From an optimization exercise on the open Yosys and OpenROAD flow, aimed at small area, a short achievable clock period and few clock cycles; shortcuts taken in it are not production practice.
No run shown here included a check of the RTL's function; only the layout flow was run.
No activity file was given, so power comes from the tool's default toggle rates.

==> flow/config.mk <==
export PLATFORM = sky130hd
export DESIGN_NAME = divider
export DESIGN_NICKNAME = divider
export VERILOG_FILES = /design/flow/design.v
export SDC_FILE = /design/flow/constraint.sdc
export NUM_CORES = 4
export LEC_CHECK = 0
export ABC_AREA = 1
export CAP_MARGIN = 20
export CORE_MARGIN = 2
export CORE_UTILIZATION = 40
export SLEW_MARGIN = 20
==> flow/constraint.sdc <==
create_clock -name core_clock -period 6.0 [get_ports {clk}]
set_input_delay 1.2000 -clock core_clock [delete_from_list [all_inputs] [get_ports {clk}]]
set_output_delay 1.2000 -clock core_clock [all_outputs]
set_load 0.01 [all_outputs]
==> flow/design.v <==
module shiftregbit(clk,reset,b,valid,out);
   input logic clk;
   input logic reset;
   input logic b;
   input logic valid;
   parameter W = 32;
   output logic [W-1:0] out;
   always_ff@(posedge clk)
     begin
	if(reset)
	  out <= 'd0;
	else if(valid)
	  out <= {out[W-2:0], b};
     end
endmodule
module divider(clk,
	       reset,
	       srcA,
	       srcB,
	       rob_ptr_in,
	       prf_ptr_in,
	       is_signed_div,
	       is_rem,
	       start_div,
	       y,
	       rob_ptr_out,
	       prf_ptr_out,
	       ready,
	       complete
	       );
   input logic clk;
   input logic reset;
   input logic [31:0] srcA;
   input logic [31:0] srcB;
   input logic [5-1:0] rob_ptr_in;
   input logic [6-1:0] prf_ptr_in;
   input logic 	      is_signed_div;
   input logic 	      is_rem;
   input logic 	      start_div;
   output logic [63:0] y;
   output logic [5-1:0] rob_ptr_out;
   output logic [6-1:0] prf_ptr_out;
   output logic        ready;
   output logic        complete;
   localparam logic [2:0] IDLE = 3'd0,
			  NORM = 3'd1,
			  ITER = 3'd2,
			  FIX  = 3'd3,
			  DONE = 3'd4;
   logic [2:0] r_state, n_state;
   logic [31:0] r_R, n_R;    
   logic [31:0] r_D, n_D;    
   logic [31:0] r_Q, n_Q;    
   logic [5:0] 	r_cnt, n_cnt;  
   logic 	r_bz, n_bz;      
   logic 	r_sa, n_sa, r_sb, n_sb, r_is_rem, n_is_rem;
   logic [5-1:0] r_rob_ptr, n_rob_ptr;
   logic [6-1:0] r_prf_ptr, n_prf_ptr;
   function automatic [5:0] lzc32(input [31:0] x);
      integer i;
      begin
	 lzc32 = 6'd32;
	 for (i = 0; i < 32; i = i + 1)
	   if (x[i]) lzc32 = 6'(31 - i);
      end
   endfunction
   function automatic mask32(input [31:0] x);
      integer i;
      begin
	 mask32 = 1'b1;
	 for (i = 0; i < 31; i = i + 1)
	   if (x[i+1] & !x[i]) mask32 = 1'b0;
      end
   endfunction
   function automatic [31:0] neg32(input [31:0] x, input c);
      integer i;
      logic   any;
      begin
	 any = 1'b0;
	 for (i = 0; i < 32; i = i + 1)
	   begin
	      neg32[i] = x[i] ^ (c & any);
	      any = any | x[i];
	   end
      end
   endfunction
   logic 	idle, triv, accept, negq;
   logic 	t_sa, t_sb;
   logic [31:0] t_ta, t_tb;
   logic [5:0] 	t_la, t_lb;
   logic [31:0] t_opa, t_opb;
   logic [32:0] t_diff;
   logic 	t_ge;
   always_ff@(posedge clk)
     begin
	if(reset)
	  r_state <= IDLE;
	else
	  r_state <= n_state;
	r_R <= n_R;
	r_D <= n_D;
	r_Q <= n_Q;
	r_cnt <= n_cnt;
	r_bz <= n_bz;
	r_sa <= n_sa;
	r_sb <= n_sb;
	r_is_rem <= n_is_rem;
	r_rob_ptr <= n_rob_ptr;
	r_prf_ptr <= n_prf_ptr;
     end
   always_comb
     begin
	negq = r_sa ^ r_sb;
	triv = r_bz | r_cnt[5];
	idle = (r_state == IDLE) | (r_state == DONE) | ((r_state == NORM) & triv);
	ready = idle & !start_div;
	accept = idle & start_div;
	complete = (r_state == DONE) | ((r_state == NORM) & triv);
	y = {r_R, r_is_rem ? r_R : r_Q};
	rob_ptr_out = r_rob_ptr;
	prf_ptr_out = r_prf_ptr;
	t_sa = is_signed_div & srcA[31];
	t_sb = is_signed_div & srcB[31];
	t_ta = srcA ^ {32{t_sa}};
	t_tb = srcB ^ {32{t_sb}};
	t_la = lzc32(t_ta) - 6'(t_sa & mask32(t_ta));
	t_lb = lzc32(t_tb) - 6'(t_sb & mask32(t_tb));
	t_opa = neg32(r_R, ((r_state == NORM) & r_sa) | (r_state == FIX));
	t_opb = neg32(r_D, (r_state == NORM) & r_sb);
	t_diff = {1'b0, t_opa} - {1'b0, t_opb};
	t_ge = !t_diff[32];
	n_state = r_state;
	n_R = r_R;
	n_D = r_D;
	n_Q = r_Q;
	n_cnt = r_cnt;
	n_bz = r_bz;
	n_sa = r_sa;
	n_sb = r_sb;
	n_is_rem = r_is_rem;
	n_rob_ptr = r_rob_ptr;
	n_prf_ptr = r_prf_ptr;
	case (r_state)
	  NORM:
	    begin
	       if (triv)
		 n_state = IDLE;
	       else if (!t_ge)
		 begin
		    n_Q = 32'd0;
		    n_state = DONE;
		 end
	       else
		 begin
		    n_R = negq ? t_diff[31:0] : t_opa;
		    n_D = t_opb << r_cnt[4:0];
		    n_Q = {32{negq}};
		    n_state = ITER;
		 end
	    end
	  ITER:
	    begin
	       if (t_ge)
		 n_R = t_diff[31:0];
	       n_Q = {r_Q[30:0], t_ge ^ negq};
	       n_D = r_D >> 1;
	       n_cnt = r_cnt - 6'd1;
	       if (r_cnt[4:0] == 5'd0)
		 n_state = r_sa ? FIX : DONE;
	    end
	  FIX:
	    begin
	       n_R = t_opa;
	       n_state = DONE;
	    end
	  DONE:
	    n_state = IDLE;
	  default:
	    begin
	    end
	endcase
	if (accept)
	  begin
	     n_state = NORM;
	     n_R = srcA;
	     n_D = srcB;
	     n_bz = (srcB == 32'd0);
	     n_Q = n_bz ? {{31{!t_sa}}, 1'b1} : 32'd0;
	     n_cnt = t_lb - t_la;
	     n_sa = t_sa;
	     n_sb = t_sb;
	     n_is_rem = is_rem;
	     n_rob_ptr = rob_ptr_in;
	     n_prf_ptr = prf_ptr_in;
	  end
     end
endmodule
==> flow/run.sh <==
#!/bin/bash
# synth_recipe.tcl (not shown) runs the flow's synth.tcl, then flattens the netlist and writes it again
# the make line also repeats each setting of config.mk as NAME=value (left out here)
make -C /OpenROAD-flow-scripts/flow DESIGN_CONFIG=/design/flow/config.mk WORK_HOME=/design/flow/orfs CLKGATE_MAP_FILE= SYNTH_SCRIPT=/design/flow/synth_recipe.tcl finish
==> flow_metrics.tcl, run 1 <==
set metrics [dict create \
    status "timing/DRC/antenna clean" \
    placed_area_sq_um 14800 \
    numCtsBuffers 17 \
    hold_viol 0 \
    path_common_cell "nand2_1" \
    setup-violations-final 0 \
    p_sw_frac 0.5220 \
    max_freq_mhz 177.4 \
    power_density_nw_per_um2 708.0 \
    grtUsageTotal 0.2597 \
    cts_tree "yes" \
    yosysTopAreaCell "edfxtp_1" \
    gr-total-overflow 0 \
    cts_sinks 120 \
    die_h_um 180.1 \
    dieArea_sq_um 32420 \
    synth_fp_nets 1978 \
    portBuffers 156 \
    grt_max_degree 93 \
    period_needed_ns 5.638 \
    wl_met1_um 19600 \
    arrival_ns 5.78 \
    met2WireLength_um 19020 \
    ys_async_sr_fraction 0 \
    die_w_um 180.1 \
    antenna_found_initial 0 \
    drtAntennaViolNets 0 \
    dr.pass1.iters 5 \
    rr_worst_depth 42 \
    synth_area_per_cell_sq_um 6.702 \
    start_util 0.4054 \
    fillers 3105 \
    insertedDiodeCount 0 \
    fin_nets 2154 \
    grt_pass1_wl_um 67070 \
    cpPeakStageDelay_ns 0.50 \
    vias 12980 \
    clk_latency_ns 0.44 \
    cp-end-kind "flip-flop" \
    ys_seq_area_frac 0.2882 \
    critPathTopFamily "adder cells" \
    rsz0062_at_grt "yes" \
    num_rows 64 \
    path_class "input pin to flip-flop" \
    wirelength_um 42150 \
    hpwl_um 32910 \
    drc 0 \
    p_comb_frac 0.714 \
    final_cell_mix "508 x nand2_1, 272 x o21ai_0, 212 x inv_1" \
    vias_per_cell 5.330 \
    synthCells 1850 \
    synth_seq_cells 120 \
    routabilityCongestion 0.9492 \
    intPower_mw 5.248 \
    slew_viol_final 0 \
    required_ns 6.14 \
    drt_iter0_markers 1085 \
    ys.flop_type "edfxtp_1" \
    grt_pass1_vias 12440 \
    multi_input_area_sq_um 7757 \
    coreArea_sq_um 30590 \
    drv_cap 0 \
    hold_class "flip-flop to flip-flop" \
    cts_root_buf "clkbuf_16" \
    clk_path_buf_depth 2 \
    p_seq_frac 0.186 \
    synth_top_area_frac 0.2834 \
    clk_pin_slew_ns 0.06 \
    yosys_warnings 1 \
    layout-drive-gt1-share 0.08436 \
    worstHoldPathCells 2 \
    leakagePower_nw 6.915 \
    tns_ns 0 \
    regArea_sq_um 3573 \
    slew-limit-headroom 0.3273 \
    final_common_cell "nand2_1" \
    topRoutingLayerUsed "met4" \
    pwr-share-clk 0.101 \
    cp_max_fo 6 \
    h-tree-depth 4 \
    min_period_over_period 0.9397 \
    post_synth_num_cell_types 53 \
    path_buf_inv 4 \
    synth_edf_count 117 \
    p_sw_mw 5.732 \
    wl_per_cell_um 17.31 \
    worst_slew_pin_slew_ns 1.008 \
    cp-start-kind "input pin" \
    peakVddDrop_mv 0.3131 \
    skew_ns 0.01219 \
    synth_area_sq_um 12400 \
    cp.depth 38 \
    netlist_top_cells_area "edfxtp_1 28%, nand2_1 15%, o21ai_0 11%, xor2_1 8.1%, inv_1 6.4%" \
    dr_wl_met3_um 2670 \
    area_growth_pct 25.09 \
    slowest_stage "fa_1" \
    fin_area_sq_um 15510 \
    io_pins 157 \
]
==> registers in the layout, indices dropped and copies added (netlist names) <==
| name | flops |
|---|---|
| r_D | 32 |
| r_Q | 32 |
| r_R | 32 |
| r_cnt | 6 |
| r_prf_ptr | 6 |
| r_rob_ptr | 5 |
| r_state | 3 |
| r_bz | 1 |
| r_is_rem | 1 |
| r_sa | 1 |
| r_sb | 1 |
==> cell usage after synthesis (all sizes together) (13+ instances only) <==
master	instances
nor2	145
ha	44
o21ai	284
a31oi	13
buf	23
nand2	518
inv	213
clkbuf	61
nand3	67
edfxtp	117
nand4	24
xor2	116
xnor2	22
a21oi	100
==> cell type report <==
type                    count  share of cell area
inverters                 215             0.05203
flip-flops and latches    120              0.2304
multi-input cells        1431              0.5002
well taps                 396             0.03195
repair buffers            241              0.1456
clock inverters            10            0.009277
clock buffers              22             0.03057
==> per-stage QoR <==
stage	util	total power, mW	setup WS, ns	cells	hold WS, ns
5_1_grt	0.5070	12.12	-0.1455	2435	0.5443
2_1_floorplan	-	7.265	0.2438	1850	0.4661
6_report	0.5070	10.98	0.3620	2435	0.5113
3_3_place_gp	0.4837	9.648	-0.4733	2398	0.4937
3_5_place_dp	0.4837	9.709	-0.5418	2398	0.4962
4_1_cts	0.5039	10.87	0.002580	2430	0.5067
==> what timing repair did <==
| item | 4_1_cts | 5_1_grt |
|---|---|---|
| resized for setup | 1 | 13 |
| buffers inserted | 0 | 4 |
| pin swaps | 0 | 2 |
| hold buffers | 0 | 0 |
| endpoints found under the setup margin | 1 | 101 |
==> worst reg2reg max path, delay by kind of cell, from the launching register on <==
kind,cells,cell delay [ns]
flip-flops,1,0.44
AND/OR/NAND/NOR,31,2.83
adder cells (fa/ha/maj),2,0.50
XOR/XNOR,1,0.16
AO/OA/AOI/OAI,5,0.80
buffers and inverters,3,0.39
==> final timing paths <==
kind	end	startpoint	slack (ns)
max	r_cnt[5]	srcB[31]	0.36
min	r_state[2]	r_state[2]	0.51
max reg2reg	r_Q[5]	r_R[2]	0.62
min reg2reg	r_state[2]	r_state[2]	0.51
==> logic make-up after synthesis <==
| family | count (synthesis) | synth area share |
|---|---|---|
| AND/OR/NAND/NOR | 789 | 0.2705 |
| AO/OA/AOI/OAI | 445 | 0.1916 |
| buffers and inverters | 299 | 0.09183 |
| XOR/XNOR | 138 | 0.09808 |
| flip-flops | 120 | 0.2882 |
| adder cells (fa/ha/maj) | 48 | 0.05086 |
| multiplexers | 11 | 0.008880 |
==> per-layer routing <==
metal | track usage | up-vias
met4 | 0.07516 | 0
li1 | - | 6484
met3 | 0.03800 | 53
met1 | 0.3592 | 6030
met5 | 0 | -
met2 | 0.4225 | 412
==> power by group through the flow <==
stage	clock (mW)	sequential (mW)	combinational, mW
5_1_grt	1.14	2.09	8.88
2_1_floorplan	0	1.97	5.30
3_3_place_gp	0	2.03	7.61
3_5_place_dp	0	2.04	7.67
6_report	1.10	2.04	7.84
4_1_cts	1.12	2.03	7.72
==> run 2, diff against run 1 <==
--- a/flow/config.mk
+++ b/flow/config.mk
@@ -6,5 +6,4 @@
 export NUM_CORES = 4
 export LEC_CHECK = 0
-export ABC_AREA = 1
 export CAP_MARGIN = 20
 export CORE_MARGIN = 2
==> run 2 against run 1 <==
- total power down 22%
- global-route usage up 1.6 points
- via count up 19%
- count of clock-buffer cells in the layout down 5
- synthesized cell count up 2.3%
- combinational power down 29%
- sequential power down 6%
- core utilization down 0.47 points
- register-to-register slack worse by 0.24 ns
- final cell count up 2.8%
==> flow_metrics.tcl, run 2 <==
set metrics [dict create \
    grt_pass1_wl_um 79480 \
    worst_slew_pin_slew_ns 1.049 \
    dr.pass1.iters 5 \
    status "timing/DRC/antenna clean" \
    slowest_stage "fa_1" \
    area_growth_pct 23.18 \
    fin_util 0.5023 \
    synth_edf_count 117 \
    reg2reg_slack_ns 0.38 \
    fin_cells 2503 \
    numCtsBuffers 17 \
    insertedDiodeCount 0 \
    drtAntennaViolNets 0 \
    netlist_top_cells_area "edfxtp_1 25%, a21oi_1 6.3%, o21ai_0 6.2%, nor2_1 5.5%, nand2_1 5.2%" \
    cts_root_buf "clkbuf_16" \
    start_util 0.4078 \
    grt_max_degree 71 \
    slew_viol_final 0 \
    largestRegisters "r_D x32, r_Q x32, r_R x32" \
    ys_async_sr_fraction 0 \
    power_density_nw_per_um2 490.7 \
    hpwl_um 39410 \
    yosysTopAreaCell "edfxtp_1" \
    hold_class "flip-flop to flip-flop" \
    drv_cap 0 \
    synth.most_common_cell "nor2_1" \
    yosys_warnings 1 \
    drc 0 \
    synth_commonest_cells "207 x nor2_1, 196 x nand2_1, 179 x a21oi_1" \
    layout-drive-gt1-share 0.1304 \
    required_ns 6.18 \
    portBuffers 156 \
    dpl.cell_count 2466 \
    leakagePower_nw 6.603 \
    num_rows 68 \
    clk_path_buf_depth 2 \
    arrival_ns 5.93 \
    synth_seq_cells 120 \
    period_needed_ns 5.753 \
    die_h_um 192.1 \
    cp_max_fo 3 \
    cpPeakStageDelay_ns 0.55 \
    die_w_um 192.1 \
    multi_input_area_sq_um 9864 \
    vias 15420 \
    gr-total-overflow 0 \
    endpoint "r_cnt[5]" \
    wirelength_um 51640 \
    worstReg2RegStart "r_R[0]" \
    synth_fp_nets 2020 \
    p_total_mw 8.556 \
    fillers 3447 \
    post_synth_num_cell_types 96 \
    cp-start-kind "input pin" \
    synth_area_per_cell_sq_um 7.482 \
    clk_pin_slew_ns 0.06 \
    synth_top_area_frac 0.2482 \
    wl_per_cell_um 20.63 \
    r2r_end "r_Q[8]" \
    antenna_found_initial 0 \
    io_pins 157 \
    cts_tree "yes" \
    regArea_sq_um 3573 \
    coreArea_sq_um 34710 \
    ys.flop_type "edfxtp_1" \
    setup-violations-final 0 \
    h-tree-depth 4 \
    peakVddDrop_mv 0.2685 \
    routabilityCongestion 0.9391 \
    crit_chain "clkdlybuf4s50_1 -> and3_1 -> nor2_2 -> a211oi_1 -> a211oi_2 -> buf_4 -> o41ai_1 -> o221ai_1 -> nand3_1 -> a21oi_2 -> o21ai_1 -> o221ai_1 -> o211ai_1 -> fa_2 -> fa_1 -> inv_2 -> ha_4 -> fa_2 -> a21o_1 -> a21oi_2 -> xnor2_1 -> xnor2_1 -> xnor2_1 -> a21oi_1" \
    clk_latency_ns 0.44 \
    max_freq_mhz 173.8 \
    final_cell_mix "205 x nor2_1, 195 x nand2_1, 175 x a21oi_1" \
    slew-limit-headroom 0.2990 \
    rr_worst_depth 23 \
    cp-end-kind "flip-flop" \
    startpoint "srcA[15]" \
    skew_ns 0.009896 \
    vias_per_cell 6.161 \
    fin_nets 2163 \
    min_period_over_period 0.9588 \
    hold_viol 0 \
    synth_area_sq_um 14160 \
    path_common_cell "xnor2_1" \
    synthCells 1892 \
    grtUsageTotal 0.2757 \
    cts_sinks 120 \
    ys_seq_area_frac 0.2524 \
    final_common_cell "nor2_1" \
    path_class "input pin to flip-flop" \
    grt_pass1_vias 14100 \
    dieArea_sq_um 36910 \
    drt_iter0_markers 1622 \
    tns_ns 0 \
]
-- run 2: changes by cell type in the layout (fill, tap and decap cells not counted), moves of 22 or more --
cell      delta
nand2b_1    +24
xor2_1      -98
mux2_2      +45
nor2_1      +78
inv_1      -158
nor2b_1     +27
nand2_1    -313
buf_4       +49
nor3_1      +50
a21oi_1     +79
a21o_1      +22
xnor2_1     +61
o21ai_0    -101
-- run 2: worst min path at each step --
stage	start	to	slack, ns	cells past startpoint
floorplan	r_Q[9]	r_Q[10]	0.60	2
global placement	r_Q[1]	r_Q[2]	0.62	2
detailed placement	r_Q[4]	r_Q[5]	0.64	2
CTS	r_Q[4]	r_Q[5]	0.65	2
global route	r_Q[5]	r_Q[6]	0.69	2
finish	r_Q[4]	r_Q[5]	0.66	2
-- run 2: report_power, final --
group | internal (mW) | total [mW] | switching, mW
Clock | 0.664 | 1.11 | 0.447
Sequential | 1.42 | 1.92 | 0.504
Combinational | 2.42 | 5.53 | 3.11
-- run 2: routing by layer --
layer,share of wire,vias up,GRT usage
li1,-,7305,-
met1,0.44,7352,0.3867
met2,0.46,696,0.4394
met3,0.083,69,0.04056
met4,0.021,0,0.07692
met5,0,-,0
-- run 2: cells by family (layout without fill, tap and decap cells) --
kind of cell               count (synthesis)  in the layout  share of synthesized area
and+or+nand+nor                          673            673                     0.2235
AOI/OAI and AO/OA                        647            647                     0.2926
adders and majority gates                 48             48                    0.04455
DFF                                      120            120                     0.2524
muxes                                     82             82                    0.06638
buffers and inverters                    224            380                    0.05993
xor gates and xnor gates                  98             98                    0.06063
-- run 2: repair_timing --
item | in CTS | in global routing
setup buffers | 0 | 5
resized for setup | 3 | 28
hold buffers | 0 | 0
endpoints found under the setup margin | 1 | 65
pin swaps | 2 | 18
-- run 2: layout make-up --
| class | instances | area share |
|---|---|---|
| Clock buffer | 17 | 0.02440 |
| Multi-Input combinational cell | 1548 | 0.5657 |
| Sequential cell | 120 | 0.2049 |
| Inverter | 60 | 0.01313 |
| Clock inverter | 15 | 0.01112 |
| Timing Repair Buffer | 288 | 0.1481 |
| Tap cell | 455 | 0.03265 |
-- run 2: worst max-delay path: cells and delay by family --
kind | cells | cell delay, ns
xor gates and xnor gates | 3 | 0.44
adders and majority gates | 4 | 1.51
AOI/OAI and AO/OA | 11 | 1.61
and+or+nand+nor | 3 | 0.51
buffers and inverters | 3 | 0.66
-- run 2: metrics by stage --
| stage | setup slack (ns) | area, sq um | hold WS [ns] |
|---|---|---|---|
| after CTS | 0.007837 | 17300 | 0.6515 |
| final | 0.2472 | 17440 | 0.6553 |
| after global routing | -0.02743 | 17440 | 0.6899 |
| after floorplan | 0.02262 | 14160 | 0.5957 |
| after detailed placement | -0.5043 | 16670 | 0.6366 |
| after global placement | -0.4583 | 16670 | 0.6179 |
==> run 3, diff against run 2 <==
--- a/flow/design.v
+++ b/flow/design.v
@@ -58,9 +58,33 @@
    logic [6-1:0] r_prf_ptr, n_prf_ptr;
    function automatic [5:0] lzc32(input [31:0] x);
+      logic [15:0] z1; logic [15:0] c1;       
+      logic [7:0]  z2; logic [15:0] c2;       
+      logic [3:0]  z3; logic [11:0] c3;       
+      logic [1:0]  z4; logic [7:0]  c4;       
+      logic [4:0]  c5;
       integer i;
       begin
-	 lzc32 = 6'd32;
-	 for (i = 0; i < 32; i = i + 1)
-	   if (x[i]) lzc32 = 6'(31 - i);
+	 for (i = 0; i < 16; i = i + 1)
+	   begin
+	      z1[i] = !(x[2*i+1] | x[2*i]);
+	      c1[i] = !x[2*i+1];
+	   end
+	 for (i = 0; i < 8; i = i + 1)
+	   begin
+	      z2[i] = z1[2*i+1] & z1[2*i];
+	      c2[2*i +: 2] = z1[2*i+1] ? {1'b1, c1[2*i]} : {1'b0, c1[2*i+1]};
+	   end
+	 for (i = 0; i < 4; i = i + 1)
+	   begin
+	      z3[i] = z2[2*i+1] & z2[2*i];
+	      c3[3*i +: 3] = z2[2*i+1] ? {1'b1, c2[4*i +: 2]} : {1'b0, c2[4*i+2 +: 2]};
+	   end
+	 for (i = 0; i < 2; i = i + 1)
+	   begin
+	      z4[i] = z3[2*i+1] & z3[2*i];
+	      c4[4*i +: 4] = z3[2*i+1] ? {1'b1, c3[6*i +: 3]} : {1'b0, c3[6*i+3 +: 3]};
+	   end
+	 c5 = z4[1] ? {1'b1, c4[3:0]} : {1'b0, c4[7:4]};
+	 lzc32 = (z4[1] & z4[0]) ? 6'd32 : {1'b0, c5};
       end
    endfunction
@@ -70,17 +94,17 @@
 	 mask32 = 1'b1;
 	 for (i = 0; i < 31; i = i + 1)
-	   if (x[i+1] & !x[i]) mask32 = 1'b0;
+	   mask32 = mask32 & (x[i] | !x[i+1]);
       end
    endfunction
    function automatic [31:0] neg32(input [31:0] x, input c);
-      integer i;
-      logic   any;
+      logic [31:0] p;
+      integer l, i;
       begin
-	 any = 1'b0;
-	 for (i = 0; i < 32; i = i + 1)
-	   begin
-	      neg32[i] = x[i] ^ (c & any);
-	      any = any | x[i];
-	   end
+	 p = x;
+	 for (l = 0; l < 5; l = l + 1)
+	   for (i = 0; i < 32; i = i + 1)
+	     if (i[l])
+	       p[i] = p[i] | p[((i >> (l+1)) << (l+1)) + (1 << l) - 1];
+	 neg32 = x ^ ({p[30:0], 1'b0} & {32{c}});
       end
    endfunction
@@ -89,5 +113,4 @@
    logic [31:0] t_ta, t_tb;
    logic [5:0] 	t_la, t_lb;
-   logic [31:0] t_opa, t_opb;
    logic [32:0] t_diff;
    logic 	t_ge;
@@ -113,8 +136,8 @@
 	negq = r_sa ^ r_sb;
 	triv = r_bz | r_cnt[5];
-	idle = (r_state == IDLE) | (r_state == DONE) | ((r_state == NORM) & triv);
+	complete = (r_state == DONE) | ((r_state == NORM) & triv & !r_sa);
+	idle = (r_state == IDLE) | complete;
 	ready = idle & !start_div;
 	accept = idle & start_div;
-	complete = (r_state == DONE) | ((r_state == NORM) & triv);
 	y = {r_R, r_is_rem ? r_R : r_Q};
 	rob_ptr_out = r_rob_ptr;
@@ -126,7 +149,5 @@
 	t_la = lzc32(t_ta) - 6'(t_sa & mask32(t_ta));
 	t_lb = lzc32(t_tb) - 6'(t_sb & mask32(t_tb));
-	t_opa = neg32(r_R, ((r_state == NORM) & r_sa) | (r_state == FIX));
-	t_opb = neg32(r_D, (r_state == NORM) & r_sb);
-	t_diff = {1'b0, t_opa} - {1'b0, t_opb};
+	t_diff = {1'b0, r_R} - {1'b0, r_D};
 	t_ge = !t_diff[32];
 	n_state = r_state;
@@ -145,14 +166,18 @@
 	    begin
 	       if (triv)
-		 n_state = IDLE;
+		 begin
+		    n_R = neg32(r_R, 1'b1);
+		    n_state = r_sa ? DONE : IDLE;
+		 end
 	       else if (!t_ge)
 		 begin
 		    n_Q = 32'd0;
-		    n_state = DONE;
+		    n_state = r_sa ? FIX : DONE;
 		 end
 	       else
 		 begin
-		    n_R = negq ? t_diff[31:0] : t_opa;
-		    n_D = t_opb << r_cnt[4:0];
+		    if (negq)
+		      n_R = t_diff[31:0];
+		    n_D = r_D << r_cnt[4:0];
 		    n_Q = {32{negq}};
 		    n_state = ITER;
@@ -171,5 +196,5 @@
 	  FIX:
 	    begin
-	       n_R = t_opa;
+	       n_R = neg32(r_R, 1'b1);
 	       n_state = DONE;
 	    end
@@ -183,6 +208,6 @@
 	  begin
 	     n_state = NORM;
-	     n_R = srcA;
-	     n_D = srcB;
+	     n_R = neg32(srcA, t_sa);
+	     n_D = neg32(srcB, t_sb);
 	     n_bz = (srcB == 32'd0);
 	     n_Q = n_bz ? {{31{!t_sa}}, 1'b1} : 32'd0;
==> run 3 against run 2 <==
- still clean
- via count down 15%
- maximum frequency is 2.3% higher
- clock power is 7% higher
- die area shrank 7.8%
- largest power group unchanged
- highest routed layer unchanged
==> flow_metrics.tcl, run 3 <==
set metrics [dict create \
    dieArea_sq_um 34020 \
    largestRegisters "r_D x32, r_Q x32, r_R x32" \
    worst_slew_pin_slew_ns 1.007 \
    cts_tree "yes" \
    synth_commonest_cells "187 x nand2_1, 154 x a21oi_1, 143 x o21ai_0" \
    worstHoldPathCells 1 \
    routabilityCongestion 0.9693 \
    die_w_um 184.5 \
    grt_pass1_wl_um 69000 \
    clk_pin_slew_ns 0.06 \
    worstReg2RegStart "r_D[0]" \
    setup_slack_ns 0.3765 \
    synth_area_sq_um 13020 \
    period_needed_ns 5.623 \
    h-tree-depth 4 \
    skew_ns 0.01068 \
    max_freq_mhz 177.8 \
    final_common_cell "nand2_1" \
    synth_edf_count 117 \
    power_density_nw_per_um2 337.8 \
    drv_cap 0 \
    cp_max_fo 17 \
    io_pins 157 \
    wl_per_cell_um 20.35 \
    hold_class "flip-flop to flip-flop" \
    leakagePower_nw 5.932 \
    grt_pass1_vias 12000 \
    netlist_top_cells_area "edfxtp_1 27%, a21oi_1 5.9%, o21ai_0 5.5%, nand2_1 5.4%, ha_1 4.9%" \
    rr_worst_depth 13 \
    reg2reg_slack_ns 1.65 \
    drc 0 \
    slew_viol_final 0 \
    arrival_ns 5.77 \
    synth_seq_cells 120 \
    required_ns 6.15 \
    slew-limit-headroom 0.3277 \
    die_h_um 184.5 \
    r2r_end "r_Q[28]" \
    hpwl_um 33950 \
    ys_seq_area_frac 0.2744 \
    numCtsBuffers 17 \
    holdBufCountCts 0 \
    min_period_over_period 0.9372 \
    num_rows 66 \
    synthCells 1631 \
    cts_sinks 120 \
    cts_root_buf "clkbuf_16" \
    cp-end-kind "flip-flop" \
    hold_end "r_cnt[0]" \
    synth_top_area_frac 0.2697 \
    dr.pass1.iters 5 \
    cp-start-kind "input pin" \
    gr-total-overflow 0 \
    post_cts_buffers 0 \
    fin_nets 1880 \
    synth.most_common_cell "nand2_1" \
    place_ws_ns -0.05233 \
    ys_async_sr_fraction 0 \
    clk_path_buf_depth 2 \
    grt_max_degree 78 \
    min_from "r_cnt[0]" \
    vias_per_cell 5.985 \
    area_growth_pct 21.84 \
    cts_resized 0 \
    layout-drive-gt1-share 0.1143 \
    synth_fp_nets 1766 \
    portBuffers 156 \
    start_util 0.4034 \
    status "timing/DRC/antenna clean" \
    hold_viol 0 \
    ys.flop_type "edfxtp_1" \
    coreArea_sq_um 32290 \
    yosysTopAreaCell "edfxtp_1" \
    grtUsageTotal 0.2620 \
    final_cell_mix "186 x nand2_1, 156 x clkdlybuf4s50_1, 154 x a21oi_1" \
    drtAntennaViolNets 0 \
    drt_iter0_markers 1541 \
    synth_area_per_cell_sq_um 7.986 \
    wirelength_um 44780 \
    setup-violations-final 0 \
    yosys_warnings 1 \
    peakVddDrop_mv 0.1998 \
    vias 13170 \
    rsz0062_at_grt "no" \
    fin_util 0.4915 \
    path_class "input pin to flip-flop" \
    post_synth_num_cell_types 77 \
    antenna_found_initial 0 \
    insertedDiodeCount 0 \
    clk_latency_ns 0.44 \
]
==> run 3: changes by cell type in the layout (fill, tap and decap cells not counted), moves of 14 or more <==
cell | before | now
nor2b_1 | 27 | 8
o21ai_0 | 171 | 141
xor2_1 | 15 | 41
inv_1 | 54 | 79
a21oi_1 | 175 | 154
buf_4 | 129 | 74
nor2_1 | 205 | 125
mux2i_1 | 32 | 18
mux4_2 | 5 | 23
nor3_1 | 54 | 36
==> run 3: per-stage QoR <==
step / std cells / setup TNS [ns] / power [mW] / hold slack [ns] / area [sq um]
4_1_cts: 2200 / 0 / 5.331 / 0.5975 / 15870
3_3_place_gp: 2168 / 0 / 4.105 / 0.5791 / 15200
5_1_grt: 2200 / 0 / 5.685 / 0.6313 / 15870
3_5_place_dp: 2168 / -0.05233 / 4.126 / 0.5887 / 15200
6_report: 2200 / 0 / 5.361 / 0.5931 / 15870
2_1_floorplan: 1631 / 0 / 3.192 / 0.5935 / 13030
==> run 3: how the worst max path moves through the flow <==
| stage | depth (start not counted) | endpoint | slack (ns) | start |
|---|---|---|---|---|
| after floorplan | 23 | r_cnt[5] | 0.14 | is_signed_div |
| after global placement | 22 | r_cnt[5] | 0.1 | is_signed_div |
| after detailed placement | 19 | r_cnt[5] | -0.05 | is_signed_div |
| after CTS | 19 | r_cnt[5] | 0.41 | is_signed_div |
| after global routing | 21 | r_cnt[5] | 0.08 | is_signed_div |
| final | 19 | r_cnt[5] | 0.38 | is_signed_div |
==> run 3: metal layers <==
layer	wire length (um)	vias up	track usage
li1	-	6265	-
met1	20630	6200	0.3865
met2	19250	629	0.3863
met3	3447	74	0.03675
met4	1450	0	0.09728
met5	0	-	0
==> run 3: logic make-up after synthesis <==
kind of cell    synth area share
simple gates              0.1758
fa+ha+maj                0.05514
buf+inv                  0.06388
xor+xnor                 0.07598
compound gates            0.2675
mux                      0.08732
flops                     0.2744
==> run 3: final cells by class <==
class | instances | area (sq um)
repair buffers | 230 | 2117
well taps | 442 | 553.0
flip-flops and latches | 120 | 3573
multi-input cells | 1294 | 8652
fillers | 3125 | 16420
clock inverters | 15 | 239.0
clock buffers | 17 | 425.4
inverters | 82 | 310.3
==> run 3: worst max-delay path, cell delays in order <==
cell	delay [ns]
clkdlybuf4s50_1	0.54
nand2_1	0.18
inv_1	0.21
buf_4	0.27
ha_1	0.29
a21oi_1	0.13
nand4_1	0.22
a31o_2	0.29
fa_1	0.39
inv_1	0.08
fa_1	0.42
ha_1	0.24
fa_1	0.41
a21o_1	0.19
a21oi_1	0.17
xnor2_1	0.15
xnor2_1	0.15
xnor2_1	0.14
o21ai_0	0.10
==> run 3: report_power, final <==
group	leakage (nW)	total, mW	switching (mW)	internal (mW)
logic	4.42	2.73	1.52	1.20
registers	1.19	1.45	0.262	1.19
clock network	0.327	1.19	0.438	0.750
==> run 4, diff against run 3 <==
--- a/flow/config.mk
+++ b/flow/config.mk
@@ -9,3 +9,4 @@
 export CORE_MARGIN = 2
 export CORE_UTILIZATION = 40
+export SETUP_SLACK_MARGIN = 3.0
 export SLEW_MARGIN = 20
==> run 4 against run 3 <==
- area after synthesis unchanged
- first-iteration DRC count down 3.8%
- clock skew up 0.0014 ns
- sequential share of layout area down 2.9 points
- clock power down 14%
- non-clock buffer count up 117
- sequential power about the same
- via count up 7.4%
- core utilization up 7.2 points
- critical endpoint unchanged
- largest power group unchanged
==> flow_metrics.tcl, run 4 <==
set metrics [dict create \
    portBuffers 156 \
    hold_viol 0 \
    cts_root_buf "clkbuf_16" \
    cp_max_fo 7 \
    numCtsBuffers 17 \
    topRoutingLayerUsed "met4" \
    final_common_cell "nand2_1" \
    status "timing/DRC/antenna clean" \
    synth-xor-area-share 0.07598 \
    drv_cap 0 \
    setup-violations-final 0 \
    synth_commonest_cells "187 x nand2_1, 154 x a21oi_1, 143 x o21ai_0" \
    yosysTopAreaCell "edfxtp_1" \
    grt_pass1_wl_um 72820 \
    dieArea_sq_um 34020 \
    synth_fp_nets 1766 \
    clk_pin_slew_ns 0.06 \
    die_w_um 184.5 \
    fin_nets 2003 \
    cp-end-kind "flip-flop" \
    slew-limit-headroom 0.2536 \
    grt_pass1_vias 12680 \
    period_needed_ns 4.697 \
    leakagePower_nw 7.045 \
    slew_viol_final 0 \
    synthAdderAreaFrac 0.05514 \
    arrival_ns 4.86 \
    coreArea_sq_um 32290 \
    cp-start-kind "input pin" \
    antenna_found_initial 0 \
    path_class "input pin to flip-flop" \
    clk_path_buf_depth 2 \
    synth_area_sq_um 13020 \
    insertedDiodeCount 0 \
    num_rows 66 \
    gr-total-overflow 0 \
    grt_max_degree 57 \
    synth_top_area_frac 0.2697 \
    rr_worst_depth 14 \
    yosys_warnings 1 \
    hold_class "flip-flop to flip-flop" \
    die_h_um 184.5 \
    synth_compound_area_frac 0.2675 \
    ys.flop_type "edfxtp_1" \
    worst_slew_pin_slew_ns 1.118 \
    wirelength_um 49490 \
    ys_async_sr_fraction 0 \
    routabilityCongestion 0.9644 \
    vias_per_cell 6.085 \
    wl_per_cell_um 21.30 \
    io_pins 157 \
    dpl.cell_count 2148 \
    netlist_top_cells_area "edfxtp_1 27%, a21oi_1 5.9%, o21ai_0 5.5%, nand2_1 5.4%, ha_1 4.9%" \
    power_density_nw_per_um2 314.6 \
    post_synth_num_cell_types 77 \
    fin_cells 2323 \
    cts_sinks 120 \
    synth_seq_cells 120 \
    final_cell_mix "170 x nand2_1, 151 x buf_4, 117 x edfxtp_1" \
    tns_ns 0 \
    min_period_over_period 0.7828 \
    cts_tree "yes" \
    drt_iter0_markers 1482 \
    h-tree-depth 4 \
    vias 14140 \
    synth.most_common_cell "nand2_1" \
    synth_edf_count 117 \
    start_util 0.4034 \
    drc 0 \
    clk_latency_ns 0.44 \
    area_growth_pct 39.62 \
    synth_area_per_cell_sq_um 7.986 \
    ys_seq_area_frac 0.2744 \
    synthCells 1631 \
    worstHoldPathCells 2 \
    dr.pass1.iters 7 \
    hpwl_um 33770 \
    grtUsageTotal 0.2753 \
    synth-simple-area-share 0.1758 \
    wl_met1_um 21550 \
    met2WireLength_um 22600 \
    layout-drive-gt1-share 0.3280 \
    dr_wl_met3_um 3948 \
    drtAntennaViolNets 0 \
    synthMuxAreaShare 0.08732 \
    synth_top_family_by_area "compound AO/OA/AOI/OAI gates" \
    skew_ns 0.01206 \
    max_freq_mhz 212.9 \
    peakVddDrop_mv 0.1834 \
    largestRegisters "r_D x32, r_Q x32, r_R x32" \
    rsz0062_at_grt "yes" \
    holdBufCountCts 0 \
    required_ns 6.17 \
]
[run 4: report_power, final]
group          internal (mW)  switching, mW
combinational           1.47           1.78
sequential              1.19          0.264
clock                  0.577          0.440
[run 4: routing by layer]
metal  GRT usage  vias up
met5           0        -
met4     0.08544        0
met3     0.04209       96
met2      0.4198      702
met1      0.3990     6821
li1            -     6517
[run 4: worst paths after layout]
path | to | from | slack, ns
max | r_cnt[5] | is_signed_div | 1.30
min | r_Q[29] | r_Q[28] | 0.62
max reg2reg | r_Q[6] | r_R[0] | 2.69
min reg2reg | r_Q[29] | r_Q[28] | 0.62
[run 4: layout make-up]
cell class / instances / area [sq um]
inverter: 82 / 325.3
timing repair inverter: 1 / 6.256
clock buffer: 17 / 425.4
clock inverter: 15 / 140.1
timing repair buffer: 347 / 3141
sequential: 120 / 3575
fill: 2956 / 14100
tap: 442 / 553.0
multi-input combinational: 1299 / 10020
[run 4: worst max-delay path, stage by stage]
cell and delay (ns):
buf_8 0.11, buf_4 0.17, a21o_1 0.21, nand3b_1 0.17, nand2_2 0.10, o21a_1 0.14, nand4_1 0.16, a31o_2 0.33
fa_2 0.39, inv_2 0.06, fa_2 0.44, ha_4 0.18, fa_2 0.35, a21o_1 0.17, a21oi_2 0.12, xnor2_1 0.15
xnor2_1 0.16, xnor2_1 0.16, o21ai_1 0.07
[run 4: logic make-up after synthesis]
logic type | after synthesis
AOI/OAI and AO/OA | 553
buffers and inverters | 217
adders and majority gates | 55
and+or+nand+nor | 493
muxes | 80
xor gates and xnor gates | 113
DFF | 120
[run 4: repair_timing]
item | in CTS | in global routing
setup endpoints to repair | 182 | 165
cloned | 6 | 7
buffers inserted | 47 | 83
pin swaps | 59 | 84
resized for setup | 322 | 255
[run 4: stage by stage]
stage / util / area [sq um] / hold slack (ns) / setup WS (ns) / power, mW
after floorplan: - / 13530 / 0.5872 / 1.029 / 3.303
after global placement: 0.4765 / 15380 / 0.6135 / 0.2422 / 4.173
after detailed placement: 0.4765 / 15380 / 0.6195 / 0.2188 / 4.185
after global routing: 0.5632 / 18180 / 0.6380 / 1.199 / 6.023
final: 0.5632 / 18180 / 0.6190 / 1.303 / 5.721
after CTS: 0.5189 / 16750 / 0.6327 / 1.344 / 5.319

## what the ideal ports hide
The results above use ideal ports. As a check the final layouts listed here were re-extracted and re-timed, cells and wires unchanged.
Step 1: set_driving_cell puts a clkbuf_16 on clk and a buf_2 on each other input, an assumption about the parent block.
Step 2 moves the port delays by t, midway between the first and last clock arrival at a register: inputs arrive t later, outputs are due t later. That takes back most of the time a late clock gives input paths.
Slacks: ideal ports / drivers / drivers and shift; pairs: ideal ports / drivers.
| run | t (ns) | setup WS [ns] | worst setup path at the end | worst slew at a driven data input, ns |
|---|---|---|---|---|
| run 1 | 0.481 | 0.362 / 0.389 / -0.092 | input to register | 0.05 |
| run 2 | 0.490 | 0.247 / 0.275 / -0.215 | input to register | 0.07 |
| run 3 | 0.482 | 0.377 / 0.406 / -0.076 | input to register | 0.04 |
| run 4 | 0.481 | 1.303 / 1.308 / 0.827 | input to register | 0.06 |
Met with ideal ports but missed after step 2: setup timing in run 1, run 2 and run 3. The setup slack of run 4, which loses most, moves by +0.005 ns with the drivers and by -0.476 ns with both steps.
